Source: an optimization exercise on an open RTL-to-GDS flow (aim: small area). Production flows keep margins and buffers that such runs may drop. No run shown here included a check of the RTL's function; only the layout flow was run.

==> flow/design.v <==
module cordic_fa(input a, input b, input c, output s, output co);
   assign s = a ^ b ^ c;
   assign co = (a & b) | (a & c) | (b & c);
endmodule
module cordic_ha(input a, input b, output s, output co);
   assign s = a ^ b;
   assign co = a & b;
endmodule
module cordic_rca #(parameter N = 16) (input [N-1:0] a, input [N-1:0] b, input ci, output [N-1:0] s);
   wire [N:0] c;
   assign c[0] = ci;
   genvar k;
   generate for (k = 0; k < N; k = k + 1) begin : gb
      cordic_fa u (.a(a[k]), .b(b[k]), .c(c[k]), .s(s[k]), .co(c[k+1]));
   end endgenerate
endmodule
module cordic_inc #(parameter N = 16) (input [N-1:0] a, input ci, output [N-1:0] s);
   wire [N:0] c;
   assign c[0] = ci;
   genvar k;
   generate for (k = 0; k < N; k = k + 1) begin : gb
      cordic_ha u (.a(a[k]), .b(c[k]), .s(s[k]), .co(c[k+1]));
   end endgenerate
endmodule
module cordic_zstep #(parameter N = 14, parameter [15:0] A = 16'h0, parameter L = 0)
                     (input [N-1:0] z, input neg, output [N-1:0] zn);
   localparam [15:0] NA = ~A + 16'd1;
   wire [N:0] c;
   genvar k;
   generate
      if (L > 0) begin : lo
         assign zn[L-1:0] = z[L-1:0];
      end
      assign zn[L] = ~z[L];
      assign c[L+1] = z[L];
      for (k = L + 1; k < N; k = k + 1) begin : gb
         if (A[k] == 1'b0 && NA[k] == 1'b0) begin : h0
            cordic_ha u (.a(z[k]), .b(c[k]), .s(zn[k]), .co(c[k+1]));
         end else if (A[k] == 1'b1 && NA[k] == 1'b1) begin : h1
            cordic_fa u (.a(z[k]), .b(1'b1), .c(c[k]), .s(zn[k]), .co(c[k+1]));
         end else if (A[k] == 1'b1) begin : fp
            cordic_fa u (.a(z[k]), .b(neg), .c(c[k]), .s(zn[k]), .co(c[k+1]));
         end else begin : fn
            cordic_fa u (.a(z[k]), .b(~neg), .c(c[k]), .s(zn[k]), .co(c[k+1]));
         end
      end
   endgenerate
endmodule
module cordic_maj(input a, input b, input c, output y);
   assign y = (a & b) | (a & c) | (b & c);
endmodule
module cordic_ha1(input a, input b, output s, output co);
   assign s = ~(a ^ b);
   assign co = a | b;
endmodule
module cordic_scale(input [15:0] v, output [15:0] o);
   wire [15:0] u = {~v[15], v[14:0]};
   wire [15:0] w = {v[15], ~v[14:0]};
   wire s1, c2; cordic_fa f2 (.a(u[0]), .b(u[2]), .c(w[5]), .s(s1), .co(c2));
   wire s3, c4; cordic_fa f4 (.a(u[1]), .b(u[3]), .c(w[6]), .s(s3), .co(c4));
   wire s5, c6; cordic_fa f6 (.a(u[2]), .b(u[4]), .c(w[7]), .s(s5), .co(c6));
   wire s7, c8; cordic_ha h8 (.a(u[10]), .b(u[12]), .s(s7), .co(c8));
   wire s9, c10; cordic_fa f10 (.a(u[3]), .b(u[5]), .c(w[8]), .s(s9), .co(c10));
   wire s11, c12; cordic_ha h12 (.a(u[11]), .b(u[13]), .s(s11), .co(c12));
   wire s13, c14; cordic_fa f14 (.a(u[4]), .b(u[6]), .c(w[9]), .s(s13), .co(c14));
   wire s15, c16; cordic_fa f16 (.a(w[0]), .b(u[3]), .c(u[5]), .s(s15), .co(c16));
   wire s17, c18; cordic_fa f18 (.a(w[1]), .b(u[4]), .c(u[6]), .s(s17), .co(c18));
   wire s19, c20; cordic_fa f20 (.a(w[2]), .b(u[5]), .c(u[7]), .s(s19), .co(c20));
   wire s21, c22; cordic_fa f22 (.a(u[0]), .b(w[3]), .c(u[6]), .s(s21), .co(c22));
   wire s23, c24; cordic_ha h24 (.a(u[8]), .b(u[9]), .s(s23), .co(c24));
   wire s25, c26; cordic_fa f26 (.a(u[1]), .b(w[4]), .c(u[7]), .s(s25), .co(c26));
   wire s27, c28; cordic_fa f28 (.a(u[9]), .b(u[10]), .c(w[12]), .s(s27), .co(c28));
   wire s29, c30; cordic_fa f30 (.a(u[8]), .b(u[10]), .c(u[11]), .s(s29), .co(c30));
   wire s31, c32; cordic_ha1 f32 (.a(w[13]), .b(s1), .s(s31), .co(c32));
   wire s33, c34; cordic_fa f34 (.a(u[9]), .b(u[11]), .c(u[12]), .s(s33), .co(c34));
   wire s35, c36; cordic_fa f36 (.a(w[14]), .b(s3), .c(c2), .s(s35), .co(c36));
   wire s37, c38; cordic_ha1 f38 (.a(u[13]), .b(w[15]), .s(s37), .co(c38));
   wire s39, c40; cordic_fa f40 (.a(s5), .b(s7), .c(c4), .s(s39), .co(c40));
   wire s41, c42; cordic_ha1 f42 (.a(u[14]), .b(s9), .s(s41), .co(c42));
   wire s43, c44; cordic_fa f44 (.a(s11), .b(c6), .c(c8), .s(s43), .co(c44));
   wire s45, c46; cordic_fa f46 (.a(u[12]), .b(u[14]), .c(u[15]), .s(s45), .co(c46));
   wire s47, c48; cordic_fa f48 (.a(s13), .b(c10), .c(c12), .s(s47), .co(c48));
   wire s49, c50; cordic_fa f50 (.a(u[5]), .b(u[7]), .c(w[10]), .s(s49), .co(c50));
   wire s51, c52; cordic_fa f52 (.a(u[13]), .b(u[15]), .c(c14), .s(s51), .co(c52));
   wire s53, c54; cordic_fa f54 (.a(u[6]), .b(u[8]), .c(w[11]), .s(s53), .co(c54));
   wire s55; assign s55 = ~u[14];
   wire s57, c58; cordic_fa f58 (.a(u[7]), .b(u[9]), .c(w[12]), .s(s57), .co(c58));
   wire s59, c60; cordic_ha h60 (.a(u[8]), .b(u[10]), .s(s59), .co(c60));
   wire s61, c62; cordic_ha h62 (.a(u[9]), .b(u[11]), .s(s61), .co(c62));
   wire s63, c64; cordic_ha h64 (.a(u[0]), .b(u[2]), .s(s63), .co(c64));
   wire s65, c66; cordic_fa f66 (.a(u[1]), .b(u[3]), .c(u[4]), .s(s65), .co(c66));
   wire s67, c68; cordic_fa f68 (.a(u[2]), .b(u[4]), .c(u[5]), .s(s67), .co(c68));
   wire s69, c70; cordic_ha1 f70 (.a(u[6]), .b(w[8]), .s(s69), .co(c70));
   wire s71, c72; cordic_fa f72 (.a(u[7]), .b(w[9]), .c(s17), .s(s71), .co(c72));
   wire s73, c74; cordic_fa f74 (.a(u[8]), .b(w[10]), .c(s19), .s(s73), .co(c74));
   wire s75, c76; cordic_fa f76 (.a(w[11]), .b(s21), .c(s23), .s(s75), .co(c76));
   wire s77, c78; cordic_fa f78 (.a(s25), .b(s27), .c(c22), .s(s77), .co(c78));
   wire s79, c80; cordic_fa f80 (.a(s29), .b(s31), .c(c26), .s(s79), .co(c80));
   wire s81, c82; cordic_fa f82 (.a(s33), .b(s35), .c(c30), .s(s81), .co(c82));
   wire s83, c84; cordic_fa f84 (.a(s37), .b(s39), .c(c34), .s(s83), .co(c84));
   wire s85, c86; cordic_fa f86 (.a(s41), .b(s43), .c(c38), .s(s85), .co(c86));
   wire s87, c88; cordic_fa f88 (.a(s45), .b(s47), .c(c42), .s(s87), .co(c88));
   wire s89, c90; cordic_fa f90 (.a(s49), .b(s51), .c(c46), .s(s89), .co(c90));
   wire s91, c92; cordic_fa f92 (.a(s53), .b(s55), .c(c50), .s(s91), .co(c92));
   wire s93, c94; cordic_fa f94 (.a(u[15]), .b(s57), .c(c54), .s(s93), .co(c94));
   wire s95, c96; cordic_ha1 f96 (.a(w[13]), .b(s59), .s(s95), .co(c96));
   wire s97, c98; cordic_ha1 f98 (.a(w[14]), .b(s61), .s(s97), .co(c98));
   wire s99, c100; cordic_fa f100 (.a(u[10]), .b(u[12]), .c(w[15]), .s(s99), .co(c100));
   wire s101, c102; cordic_ha h102 (.a(u[11]), .b(u[13]), .s(s101), .co(c102));
   wire s103, c104; cordic_ha h104 (.a(u[12]), .b(u[14]), .s(s103), .co(c104));
   wire s105, c106; cordic_ha h106 (.a(u[0]), .b(u[1]), .s(s105), .co(c106));
   wire s107, c108; cordic_fa f108 (.a(u[1]), .b(u[2]), .c(w[4]), .s(s107), .co(c108));
   wire s109, c110; cordic_fa f110 (.a(u[3]), .b(w[5]), .c(s63), .s(s109), .co(c110));
   wire s111, c112; cordic_fa f112 (.a(w[6]), .b(s65), .c(c64), .s(s111), .co(c112));
   wire s113, c114; cordic_fa f114 (.a(w[7]), .b(s67), .c(c66), .s(s113), .co(c114));
   wire s115, c116; cordic_fa f116 (.a(s15), .b(s69), .c(c68), .s(s115), .co(c116));
   wire s117, c118; cordic_fa f118 (.a(c16), .b(s71), .c(c70), .s(s117), .co(c118));
   wire s119, c120; cordic_fa f120 (.a(c18), .b(s73), .c(c72), .s(s119), .co(c120));
   wire s121, c122; cordic_fa f122 (.a(c20), .b(s75), .c(c74), .s(s121), .co(c122));
   wire s123, c124; cordic_fa f124 (.a(c24), .b(s77), .c(c76), .s(s123), .co(c124));
   wire s125, c126; cordic_fa f126 (.a(c28), .b(s79), .c(c78), .s(s125), .co(c126));
   wire s127, c128; cordic_fa f128 (.a(c32), .b(s81), .c(c80), .s(s127), .co(c128));
   wire s129, c130; cordic_fa f130 (.a(c36), .b(s83), .c(c82), .s(s129), .co(c130));
   wire s131, c132; cordic_fa f132 (.a(c40), .b(s85), .c(c84), .s(s131), .co(c132));
   wire s133, c134; cordic_fa f134 (.a(c44), .b(s87), .c(c86), .s(s133), .co(c134));
   wire s135, c136; cordic_fa f136 (.a(c48), .b(s89), .c(c88), .s(s135), .co(c136));
   wire s137, c138; cordic_fa f138 (.a(c52), .b(s91), .c(c90), .s(s137), .co(c138));
   wire s139, c140; cordic_fa f140 (.a(u[14]), .b(s93), .c(c92), .s(s139), .co(c140));
   wire s141, c142; cordic_fa f142 (.a(c58), .b(s95), .c(c94), .s(s141), .co(c142));
   wire s143, c144; cordic_fa f144 (.a(c60), .b(s97), .c(c96), .s(s143), .co(c144));
   wire s145, c146; cordic_fa f146 (.a(c62), .b(s99), .c(c98), .s(s145), .co(c146));
   wire s147, c148; cordic_ha1 f148 (.a(s101), .b(c100), .s(s147), .co(c148));
   wire s149, c150; cordic_ha1 f150 (.a(s103), .b(c102), .s(s149), .co(c150));
   wire s151, c152; cordic_fa f152 (.a(u[13]), .b(u[15]), .c(c104), .s(s151), .co(c152));
   wire s153; assign s153 = ~u[14];
   wire k155; cordic_maj m155 (.a(w[0]), .b(1'b1), .c(1'b0), .y(k155));
   wire k156 = w[1] & k155;
   wire k157; cordic_maj m157 (.a(u[0]), .b(w[2]), .c(k156), .y(k157));
   wire k158; cordic_maj m158 (.a(w[3]), .b(s105), .c(k157), .y(k158));
   wire k159; cordic_maj m159 (.a(s107), .b(c106), .c(k158), .y(k159));
   wire k160; cordic_maj m160 (.a(s109), .b(c108), .c(k159), .y(k160));
   wire k161; cordic_maj m161 (.a(s111), .b(c110), .c(k160), .y(k161));
   wire k162; cordic_maj m162 (.a(s113), .b(c112), .c(k161), .y(k162));
   wire k163; cordic_maj m163 (.a(s115), .b(c114), .c(k162), .y(k163));
   wire k164; cordic_maj m164 (.a(s117), .b(c116), .c(k163), .y(k164));
   wire k165; cordic_maj m165 (.a(s119), .b(c118), .c(k164), .y(k165));
   wire k166; cordic_maj m166 (.a(s121), .b(c120), .c(k165), .y(k166));
   wire k167; cordic_maj m167 (.a(s123), .b(c122), .c(k166), .y(k167));
   wire k168; cordic_maj m168 (.a(s125), .b(c124), .c(k167), .y(k168));
   wire t169, r170; cordic_fa g170 (.a(s127), .b(c126), .c(1'b0), .s(t169), .co(r170));
   wire t171, r172; cordic_fa g172 (.a(s129), .b(c128), .c(r170), .s(t171), .co(r172));
   wire t173, r174; cordic_fa g174 (.a(s131), .b(c130), .c(r172), .s(t173), .co(r174));
   wire t175, r176; cordic_fa g176 (.a(s133), .b(c132), .c(r174), .s(t175), .co(r176));
   wire t177, r178; cordic_fa g178 (.a(s135), .b(c134), .c(r176), .s(t177), .co(r178));
   wire t179, r180; cordic_fa g180 (.a(s137), .b(c136), .c(r178), .s(t179), .co(r180));
   wire t181, r182; cordic_fa g182 (.a(s139), .b(c138), .c(r180), .s(t181), .co(r182));
   wire t183, r184; cordic_fa g184 (.a(s141), .b(c140), .c(r182), .s(t183), .co(r184));
   wire t185, r186; cordic_fa g186 (.a(s127), .b(c126), .c(1'b1), .s(t185), .co(r186));
   wire t187, r188; cordic_fa g188 (.a(s129), .b(c128), .c(r186), .s(t187), .co(r188));
   wire t189, r190; cordic_fa g190 (.a(s131), .b(c130), .c(r188), .s(t189), .co(r190));
   wire t191, r192; cordic_fa g192 (.a(s133), .b(c132), .c(r190), .s(t191), .co(r192));
   wire t193, r194; cordic_fa g194 (.a(s135), .b(c134), .c(r192), .s(t193), .co(r194));
   wire t195, r196; cordic_fa g196 (.a(s137), .b(c136), .c(r194), .s(t195), .co(r196));
   wire t197, r198; cordic_fa g198 (.a(s139), .b(c138), .c(r196), .s(t197), .co(r198));
   wire t199, r200; cordic_fa g200 (.a(s141), .b(c140), .c(r198), .s(t199), .co(r200));
   wire q201 = k168 ? r200 : r184;
   wire t202, r203; cordic_fa g203 (.a(s143), .b(c142), .c(1'b0), .s(t202), .co(r203));
   wire t204, r205; cordic_fa g205 (.a(s145), .b(c144), .c(r203), .s(t204), .co(r205));
   wire t206, r207; cordic_fa g207 (.a(s147), .b(c146), .c(r205), .s(t206), .co(r207));
   wire t208, r209; cordic_fa g209 (.a(s149), .b(c148), .c(r207), .s(t208), .co(r209));
   wire t210, r211; cordic_fa g211 (.a(s151), .b(c150), .c(r209), .s(t210), .co(r211));
   wire t212, r213; cordic_fa g213 (.a(s153), .b(c152), .c(r211), .s(t212), .co(r213));
   wire t214, r215; cordic_fa g215 (.a(u[15]), .b(u[14]), .c(r213), .s(t214), .co(r215));
   wire t216, r217; cordic_fa g217 (.a(1'b1), .b(1'b0), .c(r215), .s(t216), .co(r217));
   wire t218, r219; cordic_fa g219 (.a(s143), .b(c142), .c(1'b1), .s(t218), .co(r219));
   wire t220, r221; cordic_fa g221 (.a(s145), .b(c144), .c(r219), .s(t220), .co(r221));
   wire t222, r223; cordic_fa g223 (.a(s147), .b(c146), .c(r221), .s(t222), .co(r223));
   wire t224, r225; cordic_fa g225 (.a(s149), .b(c148), .c(r223), .s(t224), .co(r225));
   wire t226, r227; cordic_fa g227 (.a(s151), .b(c150), .c(r225), .s(t226), .co(r227));
   wire t228, r229; cordic_fa g229 (.a(s153), .b(c152), .c(r227), .s(t228), .co(r229));
   wire t230, r231; cordic_fa g231 (.a(u[15]), .b(u[14]), .c(r229), .s(t230), .co(r231));
   wire t232, r233; cordic_fa g233 (.a(1'b1), .b(1'b0), .c(r231), .s(t232), .co(r233));
   wire q234 = q201 ? r233 : r217;
   assign o = {(q201 ? t232 : t216), (q201 ? t230 : t214), (q201 ? t228 : t212), (q201 ? t226 : t210), (q201 ? t224 : t208), (q201 ? t222 : t206), (q201 ? t220 : t204), (q201 ? t218 : t202), (k168 ? t199 : t183), (k168 ? t197 : t181), (k168 ? t195 : t179), (k168 ? t193 : t177), (k168 ? t191 : t175), (k168 ? t189 : t173), (k168 ? t187 : t171), (k168 ? t185 : t169)};
endmodule
module Cordic(input clk, input signed [15:0] Xin, input signed [15:0] Yin, input [15:0] angle,
              output reg signed [15:0] Xout, output reg signed [15:0] Yout);
   reg [15:0] x0, y0;
   reg [1:0]  q0;
   reg [13:0] a0;
   always @(posedge clk) begin
      x0 <= Xin; y0 <= Yin; q0 <= angle[15:14]; a0 <= angle[13:0];
   end
   wire [15:0] ny0;                                  
   assign ny0[0] = y0[0];
   cordic_inc #(15) negy (.a(~y0[15:1]), .ci(~y0[0]), .s(ny0[15:1]));
   wire mx  = q0[1] ^ q0[0];     
   wire my  = ~q0[1];            
   wire mxy = q0[1];             
   wire myy = q0[1] ^ q0[0];     
   wire [15:0] x1n, y1n;
   cordic_rca #(16) addx1 (.a(x0 ^ {16{mx}}),  .b(my  ? ny0 : y0), .ci(mx),  .s(x1n));
   cordic_rca #(16) addy1 (.a(x0 ^ {16{mxy}}), .b(myy ? ny0 : y0), .ci(mxy), .s(y1n));
   wire [13:0] z1 = {~a0[13], a0[12:0]};            
   wire [13:0] z2n;                                  
   cordic_zstep #(14, 16'h12e4, 2) zs1 (.z(z1), .neg(z1[13]), .zn(z2n));
   reg [15:0] x1, y1;
   reg        d1;
   reg [13:0] z2;
   always @(posedge clk) begin
      x1 <= x1n; y1 <= y1n; d1 <= z1[13]; z2 <= z2n;
   end
   wire [15:0] x2n, y2n;
   cordic_rca #(16) ax1 (.a(x1), .b({{1{y1[15]}}, y1[15:1]} ^ {16{~d1}}), .ci(~d1), .s(x2n));
   cordic_rca #(16) ay1 (.a(y1), .b({{1{x1[15]}}, x1[15:1]} ^ {16{d1}}),  .ci(d1),  .s(y2n));
   wire [12:0] z3n;                                  
   cordic_zstep #(13, 16'h09fb, 0) zs2 (.z(z2[12:0]), .neg(z2[13]), .zn(z3n));
   reg [15:0] x2, y2; reg d2; reg [12:0] z3;
   always @(posedge clk) begin
      x2 <= x2n; y2 <= y2n; d2 <= z2[13]; z3 <= z3n;
   end
   wire [15:0] x3n, y3n;
   cordic_rca #(16) ax2 (.a(x2), .b({{2{y2[15]}}, y2[15:2]} ^ {16{~d2}}), .ci(~d2), .s(x3n));
   cordic_rca #(16) ay2 (.a(y2), .b({{2{x2[15]}}, x2[15:2]} ^ {16{d2}}),  .ci(d2),  .s(y3n));
   wire [11:0] z4n;                                  
   cordic_zstep #(12, 16'h0511, 0) zs3 (.z(z3[11:0]), .neg(z3[12]), .zn(z4n));
   reg [15:0] x3, y3; reg d3; reg [11:0] z4;
   always @(posedge clk) begin
      x3 <= x3n; y3 <= y3n; d3 <= z3[12]; z4 <= z4n;
   end
   wire [15:0] x4n, y4n;
   cordic_rca #(16) ax3 (.a(x3), .b({{3{y3[15]}}, y3[15:3]} ^ {16{~d3}}), .ci(~d3), .s(x4n));
   cordic_rca #(16) ay3 (.a(y3), .b({{3{x3[15]}}, x3[15:3]} ^ {16{d3}}),  .ci(d3),  .s(y4n));
   wire [10:0] z5n;                                  
   cordic_zstep #(11, 16'h028b, 0) zs4 (.z(z4[10:0]), .neg(z4[11]), .zn(z5n));
   reg [15:0] x4, y4; reg d4; reg [10:0] z5;
   always @(posedge clk) begin
      x4 <= x4n; y4 <= y4n; d4 <= z4[11]; z5 <= z5n;
   end
   wire [15:0] x5n, y5n;
   cordic_rca #(16) ax4 (.a(x4), .b({{4{y4[15]}}, y4[15:4]} ^ {16{~d4}}), .ci(~d4), .s(x5n));
   cordic_rca #(16) ay4 (.a(y4), .b({{4{x4[15]}}, x4[15:4]} ^ {16{d4}}),  .ci(d4),  .s(y5n));
   wire [9:0] z6n;                                   
   cordic_zstep #(10, 16'h0145, 0) zs5 (.z(z5[9:0]), .neg(z5[10]), .zn(z6n));
   reg [15:0] x5, y5; reg d5; reg [9:0] z6;
   always @(posedge clk) begin
      x5 <= x5n; y5 <= y5n; d5 <= z5[10]; z6 <= z6n;
   end
   wire [15:0] x6n, y6n;
   cordic_rca #(16) ax5 (.a(x5), .b({{5{y5[15]}}, y5[15:5]} ^ {16{~d5}}), .ci(~d5), .s(x6n));
   cordic_rca #(16) ay5 (.a(y5), .b({{5{x5[15]}}, x5[15:5]} ^ {16{d5}}),  .ci(d5),  .s(y6n));
   wire [8:0] z7n;                                   
   cordic_zstep #(9, 16'h00a2, 1) zs6 (.z(z6[8:0]), .neg(z6[9]), .zn(z7n));
   reg [15:0] x6, y6; reg [7:6] d6;
   always @(posedge clk) begin
      x6 <= x6n; y6 <= y6n; d6 <= {z7n[8], z6[9]};
   end
   wire [15:0] x7n, y7n;
   cordic_rca #(16) ax6 (.a(x6), .b({{6{y6[15]}}, y6[15:6]} ^ {16{~d6[6]}}), .ci(~d6[6]), .s(x7n));
   cordic_rca #(16) ay6 (.a(y6), .b({{6{x6[15]}}, x6[15:6]} ^ {16{d6[6]}}),  .ci(d6[6]),  .s(y7n));
   reg [15:0] x7, y7; reg d7;
   always @(posedge clk) begin x7 <= x7n; y7 <= y7n; d7 <= d6[7]; end
   wire [15:0] x8n, y8n;
   cordic_rca #(16) ax7 (.a(x7), .b({{7{y7[15]}}, y7[15:7]} ^ {16{~d7}}), .ci(~d7), .s(x8n));
   cordic_rca #(16) ay7 (.a(y7), .b({{7{x7[15]}}, x7[15:7]} ^ {16{d7}}),  .ci(d7),  .s(y8n));
   reg [15:0] x8, y8;
   always @(posedge clk) begin x8 <= x8n; y8 <= y8n; end
   wire [15:0] xs8, ys8;
   cordic_scale scx (.v(x8), .o(xs8));
   cordic_scale scy (.v(y8), .o(ys8));
   always @(posedge clk) begin
      Xout <= xs8;
      Yout <= ys8;
   end
endmodule
==> flow/run.sh <==
#!/bin/bash
# synth_recipe.tcl (not shown) runs the flow's synth.tcl, then flattens the netlist and writes it again
# the make line also repeats each setting of config.mk as NAME=value (left out here)
make -C /OpenROAD-flow-scripts/flow DESIGN_CONFIG=/design/flow/config.mk WORK_HOME=/design/flow/orfs CLKGATE_MAP_FILE= SYNTH_SCRIPT=/design/flow/synth_recipe.tcl finish
==> flow/config.mk <==
export PLATFORM = sky130hd
export DESIGN_NAME = Cordic
export DESIGN_NICKNAME = Cordic
export VERILOG_FILES = /design/flow/design.v
export SDC_FILE = /design/flow/constraint.sdc
export NUM_CORES = 4
export LEC_CHECK = 0
export CAP_MARGIN = 20
export CORE_MARGIN = 2
export CORE_UTILIZATION = 40
export SLEW_MARGIN = 20
export SYNTH_HIERARCHICAL = 1
==> flow/constraint.sdc <==
create_clock -name core_clock -period 7.0 [get_ports {clk}]
set_input_delay 1.4000 -clock core_clock [delete_from_list [all_inputs] [get_ports {clk}]]
set_output_delay 1.4000 -clock core_clock [all_outputs]
set_load 0.01 [all_outputs]
==> results.txt, run 1 <==
Post-Layout Inst Area=26000 um2; drt first pass iters=4; Tmin final=6.81 ns; slew margin rel.=32.4%; DR iter-0 viols=204; worst skew pair latency=0.59 ns; Req. time, crit path=7.43 ns; Vias/cell=4.14; Hold Path Class=reg2reg; width of the die=240 um; routability cong.=0.842; Final setup viols=0; TritonCTS sink count=403; Post-DRT Antenna Nets=0; Critical Path Sink Type=flip-flop; Layout fillers=4789; worst-margin pin slew=1.01 ns; Post-DP HPWL=26.6 mm; Placeable Area=55000 um2; share of layout cells above drive strength 1=20.3%; Setup WS pre-CTS=-0.123 ns; R2R depth=17; CP Max Fanout=2; fin crit share=97.3%; Hold Crit Depth=0; wire length per cell=13.5 um; Slew Viols, Final=0; WHS=0.324 ns; Area after DPL=24200 um2; Cells after Synth=1408; die area=57400 um2; ant diodes=0; I/O pins=81; TritonCTS Buffers=47; Worst Path Arrival=7.24 ns; Hold Buf Count CTS=0; crit start category=flip-flop; first-pass GRT wire length=57.1 mm; fin util=47.4%; P&R area growth vs syn=17.4%; die height=240 um; gr usage total=12.5%; vias in the first global route=11965; initial antenna violation count=0; row count=86; pin count of the biggest net entering global routing=29; Starting Density=40.4%; Root Buffer=clkbuf_16; Setup CP Type=reg2reg; clk buf depth=3; final hold vios=0; routed vias=9744; multi-input gate area in the final layout=13700 um2; CTS clk-pin slew, worst paths=0.06 ns; Nets=2163; max-cap violation count=0; H-tree depth=2; syn_area_per_cell=15.8 um2; Final WS setup=0.190 ns; storage element area=8090 um2; # DRC=0; Cell Area, Synth=22200 um2; YS warnings=7; Setup Skew=0.0474 ns; Port Buffers=80; CTS tree=done; max frequency=147 MHz; grt ovf=0; total wire length=31.7 mm; status=no timing/DRC/antenna violations
layer usage:
metal / vias to the layer above / GRT usage [%] / part of all wire, %
met4: 0 / 4.68 / 3.1
met2: 120 / 24.0 / 56
met3: 61 / 2.45 / 3.5
met5: - / 0 / 0
met1: 5032 / 13.3 / 37
li1: 4531 / - / -
critical path, stage by stage (launching register included):
cell,delay (ns)
dfxtp_2,0.35
xnor2_1,0.14
fa_1,0.41
fa_1,0.39
fa_1,0.39
fa_2,0.36
fa_2,0.35
fa_1,0.40
fa_2,0.36
fa_2,0.36
fa_1,0.38
fa_1,0.39
fa_1,0.39
fa_1,0.39
fa_1,0.39
fa_1,0.39
fa_1,0.39
fa_1,0.44
worst paths after layout:
check | from | end | slack, ns
max | y7[7] | x8[15] | 0.19
min | d6[7] | d7 | 0.32
max reg2reg | y7[7] | x8[15] | 0.19
min reg2reg | d6[7] | d7 | 0.32
cells in the final DEF (no fill, tap or decap), drive strengths merged:
cell           instances
buf                   48
bufinv                 3
clkbuf                65
clkdlybuf4s50         80
clkinv                10
clkinvlp               6
conb                  20
dfxtp                403
fa                   496
ha                    49
inv                  133
maj3                  26
mux2                  62
mux2i                  2
nor2b                  2
xnor2                 85
xor2                 116
per-stage QoR:
| step | std cells | setup TNS [ns] |
|---|---|---|
| floorplan | 1424 | -0.101 |
| CTS | 2354 | 0 |
| global placement | 2268 | -0.225 |
| detailed placement | 2268 | -0.950 |
| finish | 2354 | 0 |
| global route | 2354 | -0.00672 |
what timing repair did:
action                     CTS  global route
setup endpoints to repair   16            16
gates resized for setup     32            68
setup buffers                0             0
hold endpoints to repair     0             0
cell type report:
class | count | area share (%)
multi-input cells | 858 | 52.8
clock buffers | 65 | 5.20
repair buffers | 128 | 4.49
clock inverters | 21 | 1.00
flip-flops and latches | 403 | 31.1
well taps | 748 | 3.59
inverters | 131 | 1.89
==> run 2: changes to the inputs <==
--- a/flow/config.mk
+++ b/flow/config.mk
@@ -8,5 +8,8 @@
 export CAP_MARGIN = 20
 export CORE_MARGIN = 2
-export CORE_UTILIZATION = 40
+export CORE_UTILIZATION = 60
+export CTS_BUF_LIST = sky130_fd_sc_hd__clkbuf_16
+export CTS_CLUSTER_DIAMETER = 60
+export CTS_CLUSTER_SIZE = 24
 export SLEW_MARGIN = 20
 export SYNTH_HIERARCHICAL = 1
==> run 2 against run 1 <==
Effect of this change:
- still clean
- critical path depth unchanged
- synthesized area stayed put
- clock skew down 0.024 ns
- die area down 33%
- first-iteration DRC count up 3.9%
- non-clock buffer count increased by 3
- flip-flop and latch count unchanged
- routed wire length up 0.53%
- critical path type unchanged
- largest cell class unchanged
==> results.txt, run 2 <==
status=no timing/DRC/antenna violations; Port Buffers=80 (unchanged); vias in the first global route=11811 (-1.3%); RSZ-0062 raised after global routing=no; Cell Area, Synth=22200 um2 (unchanged); routed vias=9747 (+0.031%); Reg-to-Reg Start=y3[3]; width of the die=196 um (-18%); P&R area growth vs syn=14.4%; r2r setup slk=0.18 ns (about the same); ant diodes=0 (unchanged); Post-Layout Inst Area=25400 um2 (-2.5%); wire length per cell=15.5 um (+15%); fin util=69.5% (+22 points); initial antenna violation count=0 (unchanged); crit start category=flip-flop; Worst setup startpoint=y3[3]; worst flop-to-flop path endpoint=x4[15]; Starting Density=60.8% (+20 points); setup repair bufs after CTS=0 (unchanged); Setup Skew=0.0237 ns (-0.0237 ns); Final WS setup=0.177 ns (-0.0133 ns); met2 routed WL=18.6 mm (+4.2%); final hold vios=0 (unchanged); Final setup viols=0 (unchanged); CTS tree=done; Hold Crit Depth=0 (unchanged); I/O pins=81 (unchanged); Root Buffer=clkbuf_16; WL met3=939 um (-16%); worst-margin pin slew=1.03 ns (+0.0198 ns); Slew Viols, Final=0 (unchanged); die area=38500 um2 (-33%); Critical Path Max Stage Delay=0.43 ns (about the same); wire length on met1=11.3 mm (-4.1%); YS warnings=7 (unchanged); Slowest cell on crit path=fa_1; Cells after Synth=1408 (unchanged); syn_area_per_cell=15.8 um2 (unchanged); Hold Path Class=reg2reg; clk buf depth=3 (unchanged); Worst path most repeated cell=fa_1; Setup CP Type=reg2reg; Placeable Area=36500 um2 (-34%); routability cong.=0.854 (+1.5%); TritonCTS sink count=403 (unchanged); slew margin rel.=31.3% (-1.1 points); most common cell after layout, fill and taps aside=fa_1; Req. time, crit path=7.43 ns (about the same); Post-DRT Antenna Nets=0 (unchanged); commonest non-fill, non-tap cells in the layout=fa_1 (398), dfxtp_1 (391), inv_1 (131); CP Max Fanout=2 (unchanged); max-cap violation count=0 (unchanged); Post-DP HPWL=27.0 mm (+1.5%); CTS clk-pin slew, worst paths=0.08 ns (+0.02 ns); die height=196 um (-18%); pin count of the biggest net entering global routing=29 (unchanged); Worst Path Arrival=7.26 ns (+0.02 ns); worst skew pair latency=0.55 ns (-0.04 ns); R2R depth=17 (unchanged); share of layout cells above drive strength 1=19.9% (-0.37 points); Critical Path Sink Type=flip-flop; TritonCTS Buffers=35 (-26%); gr usage total=18.8% (+6.3 points); hold path endpoint=z2[0]; # DRC=0 (unchanged); Hold Crit Start=a0[0]; Vias/cell=4.75 (+15%); total wire length=31.9 mm (+0.53%); H-tree depth=2 (unchanged); Cell Chain, Critical Path=xnor2_1 -> fa_2 -> fa_2 -> fa_1 -> fa_1 -> fa_2 -> fa_2 -> fa_1 -> fa_2 -> fa_1 -> fa_1 -> fa_1 -> fa_1 -> fa_1 -> fa_2 -> fa_1 -> fa_1; Setup WS pre-CTS=-0.155 ns (-0.0320 ns); grt ovf=0 (unchanged); Area after DPL=23900 um2 (-1.4%); fin crit share=97.5% (+0.19 points); DR iter-0 viols=212 (+3.9%); Nets=2154 (-0.42%); drt first pass iters=4 (unchanged); max layer used=met4; row count=70 (-19%); first-pass GRT wire length=56.2 mm (-1.5%); Tmin final=6.82 ns (+0.0133 ns); max frequency=147 MHz (-0.20%)
## run 2: through the flow
stage               TNS, ns  instances  hold WS (ns)
global route              0       2054         0.338
detailed placement    -1.19       1991         0.313
finish                    0       2054         0.332
floorplan            -0.101       1424         0.310
global placement     -0.435       1991         0.312
CTS                       0       2054         0.336
## run 2: layout make-up
cell class / instances / area, um2
clock inverters: 26 / 345
repair buffers: 131 / 1190
flip-flops and latches: 403 / 8090
well taps: 468 / 586
fillers: 2567 / 11100
inverters: 131 / 492
multi-input cells: 858 / 13800
clock buffers: 37 / 926
## run 2: timing repair
item                       CTS  global route
hold buffers                 0             0
setup endpoints to repair   16            16
hold endpoints to repair     0             0
resized for setup           38            66
## run 2: metal layers
metal	vias up	GRT usage (%)
li1	4507	-
met1	5064	20.2
met2	118	36.7
met3	58	2.85
met4	0	7.24
met5	-	0
## run 2: worst max path at each step
stage	end	slack, ns	depth (start not counted)
finish	x4[15]	0.18	17
global route	y6[15]	0.003	17
CTS	x5[15]	0.006	17
detailed placement	x4[15]	-0.16	17
global placement	y1[15]	-0.07	17
floorplan	x1[15]	-0.04	20
## run 2: critical path, delay by kind of cell, from the launching register on
family / cells / cell delay (ns)
XOR/XNOR: 1 / 0.16
flip-flops: 1 / 0.35
adder cells (fa/ha/maj): 16 / 6.21

==> what the ideal ports hide <==
The flow's constraints put no driver on any port. The routed layouts listed below were extracted and timed again, unchanged, in two steps.
Step 1 (the two cells are an assumption about what drives the block):
set clk [get_ports {clk}]
set_driving_cell -lib_cell sky130_fd_sc_hd__clkbuf_16 $clk
set_driving_cell -lib_cell sky130_fd_sc_hd__buf_2 [delete_from_list [all_inputs] $clk]
Step 2, shift: input delay + t, output delay - t, t = (earliest + latest rising clock arrival at the registers) / 2. This alone moves slack from input paths to output paths.
a / b / c = no drivers / after step 1 / after step 2; a / b = the first two.
run | t (ns) | slack for setup (ns) | worst hold slack (ns) | worst setup path after step 2 | worst data-port slew with drivers (ns)
run 1 | 0.627 | 0.190 / 0.190 / 0.190 | 0.324 / 0.324 / 0.324 | register to register | 0.04
run 2 | 0.589 | 0.177 / 0.177 / 0.177 | 0.332 / 0.332 / 0.332 | register to register | 0.04
After both steps setup and hold are still met in every run listed.
